From an optimization exercise on the open Yosys and OpenROAD flow, aimed at small area and a short achievable clock period; shortcuts taken in it are not production practice.
At most, simulation tests tie the RTL to the original design; equivalence was not proved.

## wallace_mul
module wallace_mul(input [15:0] a, input [15:0] b, output [32:0] out, input clk);
  reg [15:0] ra1;
  wire [17:0] bx = {2'b00, b};
  wire [16:0] bl = {b, 1'b0};
  wire [7:0] e_neg, e_one, e_two;
  reg [7:0] rneg1;
  reg [7:0] rone1;
  reg [7:0] rtwo1;
  reg rb15_1;
  wire [17:0] ax = {1'b0, ra1, 1'b0};
  wire pp_0_0 = rone1[0] & ax[1];
  wire nc_0 = rneg1[0] & ~pp_0_0;
  wire pp_0_1 = ((rone1[0] & ax[2]) | (rtwo1[0] & ax[1])) ^ rneg1[0];
  wire pp_0_2 = ((rone1[0] & ax[3]) | (rtwo1[0] & ax[2])) ^ rneg1[0];
  wire pp_0_3 = ((rone1[0] & ax[4]) | (rtwo1[0] & ax[3])) ^ rneg1[0];
  wire pp_0_4 = ((rone1[0] & ax[5]) | (rtwo1[0] & ax[4])) ^ rneg1[0];
  wire pp_0_5 = ((rone1[0] & ax[6]) | (rtwo1[0] & ax[5])) ^ rneg1[0];
  wire pp_0_6 = ((rone1[0] & ax[7]) | (rtwo1[0] & ax[6])) ^ rneg1[0];
  wire pp_0_7 = ((rone1[0] & ax[8]) | (rtwo1[0] & ax[7])) ^ rneg1[0];
  wire pp_0_8 = ((rone1[0] & ax[9]) | (rtwo1[0] & ax[8])) ^ rneg1[0];
  wire pp_0_9 = ((rone1[0] & ax[10]) | (rtwo1[0] & ax[9])) ^ rneg1[0];
  wire pp_0_10 = ((rone1[0] & ax[11]) | (rtwo1[0] & ax[10])) ^ rneg1[0];
  wire pp_0_11 = ((rone1[0] & ax[12]) | (rtwo1[0] & ax[11])) ^ rneg1[0];
  wire pp_0_12 = ((rone1[0] & ax[13]) | (rtwo1[0] & ax[12])) ^ rneg1[0];
  wire pp_0_13 = ((rone1[0] & ax[14]) | (rtwo1[0] & ax[13])) ^ rneg1[0];
  wire pp_0_14 = ((rone1[0] & ax[15]) | (rtwo1[0] & ax[14])) ^ rneg1[0];
  wire pp_0_15 = ((rone1[0] & ax[16]) | (rtwo1[0] & ax[15])) ^ rneg1[0];
  wire pp_0_16 = ((rone1[0] & ax[17]) | (rtwo1[0] & ax[16])) ^ rneg1[0];
  wire pp_1_0 = rone1[1] & ax[1];
  wire nc_1 = rneg1[1] & ~pp_1_0;
  wire pp_1_1 = ((rone1[1] & ax[2]) | (rtwo1[1] & ax[1])) ^ rneg1[1];
  wire pp_1_2 = ((rone1[1] & ax[3]) | (rtwo1[1] & ax[2])) ^ rneg1[1];
  wire pp_1_3 = ((rone1[1] & ax[4]) | (rtwo1[1] & ax[3])) ^ rneg1[1];
  wire pp_1_4 = ((rone1[1] & ax[5]) | (rtwo1[1] & ax[4])) ^ rneg1[1];
  wire pp_1_5 = ((rone1[1] & ax[6]) | (rtwo1[1] & ax[5])) ^ rneg1[1];
  ...
Size in the first run: roughly 1100 cells after synthesis, ~390 flip-flops, about 66 I/O pins.
Settings: LEC_CHECK=0, CAP_MARGIN=20, CORE_MARGIN=2, CORE_UTILIZATION=40, CTS_BUF_LIST=sky130_fd_sc_hd__clkbuf_16, CTS_CLUSTER_DIAMETER=80, CTS_CLUSTER_SIZE=30, PLACE_DENSITY=0.6, SETUP_SLACK_MARGIN=2.5, SLEW_MARGIN=20, SYNTH_HIERARCHICAL=1, SYNTH_MINIMUM_KEEP_SIZE=0; clock period 4.4 ns.
run.sh (not shown) runs the stock make flow with config.mk's settings and CLKGATE_MAP_FILE= SYNTH_SCRIPT=/design/flow/synth_recipe.tcl, a recipe that flattens the netlist after the stock synthesis.
Rerun with:
--- a/flow/design.v
+++ b/flow/design.v
@@ -491,20 +491,21 @@
   wire s118, c118;
   wire s119, c119;
   wire s120, c120;
   wire s121, c121;
   wire s122, c122;
   wire s123, c123;
   wire s124, c124;
   wire s125, c125;
-  wire [11:0] lx = {s107, c106, s106, q3_c86, q3_s86, q3_c51, q3_s51, q3_q2_c1, q3_q2_s1, q3_q2_pp_0_2, q3_q2_nc_0, q3_q2_pp_0_0};
-  wire [11:0] ly = {1'b0, q3_s88, 1'b0, q3_s87, 1'b0, q3_s52, 1'b0, q3_q2_s2, 1'b0, q3_q2_pp_1_0, q3_q2_pp_0_1, 1'b0};
-  wire [12:0] lsum = lx + ly;
-  reg [12:0] lo4;
+  wire [10:0] lx = {c106, s106, q3_c86, q3_s86, q3_c51, q3_s51, q3_q2_c1, q3_q2_s1, q3_q2_pp_0_2, q3_q2_nc_0, q3_q2_pp_0_0};
+  wire [10:0] ly = {q3_s88, 1'b0, q3_s87, 1'b0, q3_s52, 1'b0, q3_q2_s2, 1'b0, q3_q2_pp_1_0, q3_q2_pp_0_1, 1'b0};
+  wire [11:0] lsum = lx + ly;
+  reg [11:0] lo4;
+  reg q4_s107;
   reg q4_c107;
   reg q4_s108;
   reg q4_c108;
   reg q4_s109;
   reg q4_c109;
   reg q4_s110;
   reg q4_c110;
   reg q4_s111;
@@ -534,20 +535,20 @@
   reg q4_s123;
   reg q4_c123;
   reg q4_s124;
   reg q4_c124;
   reg q4_q3_s105;
   reg q4_s125;
   reg q4_c125;
   reg q4_q3_s85;
-  wire [19:0] hx = {q4_c125, q4_s125, q4_c124, q4_c123, q4_c122, q4_c121, q4_c120, q4_c119, q4_c118, q4_c117, q4_c116, q4_c115, q4_c114, q4_c113, q4_c112, q4_c111, q4_c110, q4_c109, q4_c108, q4_c107};
-  wire [19:0] hy = {q4_q3_s85, 1'b0, q4_q3_s105, q4_s124, q4_s123, q4_s122, q4_s121, q4_s120, q4_s119, q4_s118, q4_s117, q4_s116, q4_s115, q4_s114, q4_s113, q4_s112, q4_s111, q4_s110, q4_s109, q4_s108};
-  wire [20:0] hsum = {hx, lo4[12]} + {hy, lo4[12]};
-  wire [32:0] fs = {1'b0, hsum[20:1], lo4[11:0]};
+  wire [20:0] hx = {q4_c125, q4_s125, q4_c124, q4_c123, q4_c122, q4_c121, q4_c120, q4_c119, q4_c118, q4_c117, q4_c116, q4_c115, q4_c114, q4_c113, q4_c112, q4_c111, q4_c110, q4_c109, q4_c108, q4_c107, q4_s107};
+  wire [20:0] hy = {q4_q3_s85, 1'b0, q4_q3_s105, q4_s124, q4_s123, q4_s122, q4_s121, q4_s120, q4_s119, q4_s118, q4_s117, q4_s116, q4_s115, q4_s114, q4_s113, q4_s112, q4_s111, q4_s110, q4_s109, q4_s108, 1'b0};
+  wire [21:0] hsum = {hx, lo4[11]} + {hy, lo4[11]};
+  wire [32:0] fs = {1'b0, hsum[21:1], lo4[10:0]};
   reg [31:0] p5;
   reg [31:0] p6;
   reg [31:0] p7;
   always @(posedge clk) ra1 <= a;
   assign e_neg[0] = bx[1];
   assign e_one[0] = bx[0] ^ bl[0];
   assign e_two[0] = (bx[1] & ~bx[0] & ~bl[0]) | (~bx[1] & bx[0] & bl[0]);
   assign e_neg[1] = bx[3];
@@ -902,16 +903,17 @@
   csa_fa u_s119(.x(q3_c100), .y(q3_s101), .z(q3_q2_s42), .s(s119), .c(c119));
   csa_ha u_s120(.x(q3_c101), .y(q3_s102), .s(s120), .c(c120));
   csa_fa u_s121(.x(q3_c102), .y(q3_s103), .z(q3_q2_pp_8_9), .s(s121), .c(c121));
   csa_ha u_s122(.x(q3_c103), .y(q3_s104), .s(s122), .c(c122));
   csa_fa u_s123(.x(q3_c104), .y(q3_c82), .z(q3_s83), .s(s123), .c(c123));
   csa_ha u_s124(.x(q3_c83), .y(q3_s84), .s(s124), .c(c124));
   csa_fa u_s125(.x(q3_c105), .y(q3_q2_c49), .z(q3_q2_s50), .s(s125), .c(c125));
   always @(posedge clk) lo4 <= lsum;
+  always @(posedge clk) q4_s107 <= s107;
   always @(posedge clk) q4_c107 <= c107;
   always @(posedge clk) q4_s108 <= s108;
   always @(posedge clk) q4_c108 <= c108;
   always @(posedge clk) q4_s109 <= s109;
   always @(posedge clk) q4_c109 <= c109;
   always @(posedge clk) q4_s110 <= s110;
   always @(posedge clk) q4_c110 <= c110;
   always @(posedge clk) q4_s111 <= s111;
What happened:
- setup slack degrades by 0.030 ns
- wire length came out lower by 2.1%
- non-clock buffer count went up by 1
- critical path depth does not change
- area after synthesis is about the same
- cell count stays flat
For the second run of this note, only the layout was checked, not whether the RTL still works.

[static timing again, ports no longer ideal]
No port has a modelled driver above. Below, the same layouts with a new extraction and two added sets of constraints.
Step 1 sets driving cells, clkbuf_16 on the clock port and buf_2 on the other inputs (assumed; they add their load-dependent delay and slew).
Step 2 also shifts input and output timing later by t, the mid clock arrival at the registers, as if the neighbouring blocks saw the same clock.
Slacks: ideal ports / drivers / drivers and shift; pairs: ideal ports / drivers.
| run | t (ns) | setup slack, ns | hold slack, ns | pins driven straight from the clock port |
|---|---|---|---|---|
| the first run | 0.569 | 2.547 / 2.501 / 2.547 | 0.333 / 0.333 / 0.333 | 1 |
| the second run | 0.571 | 2.517 / 2.499 / 2.517 | 0.326 / 0.326 / 0.326 | 1 |
After both steps every run listed still meets setup and hold.
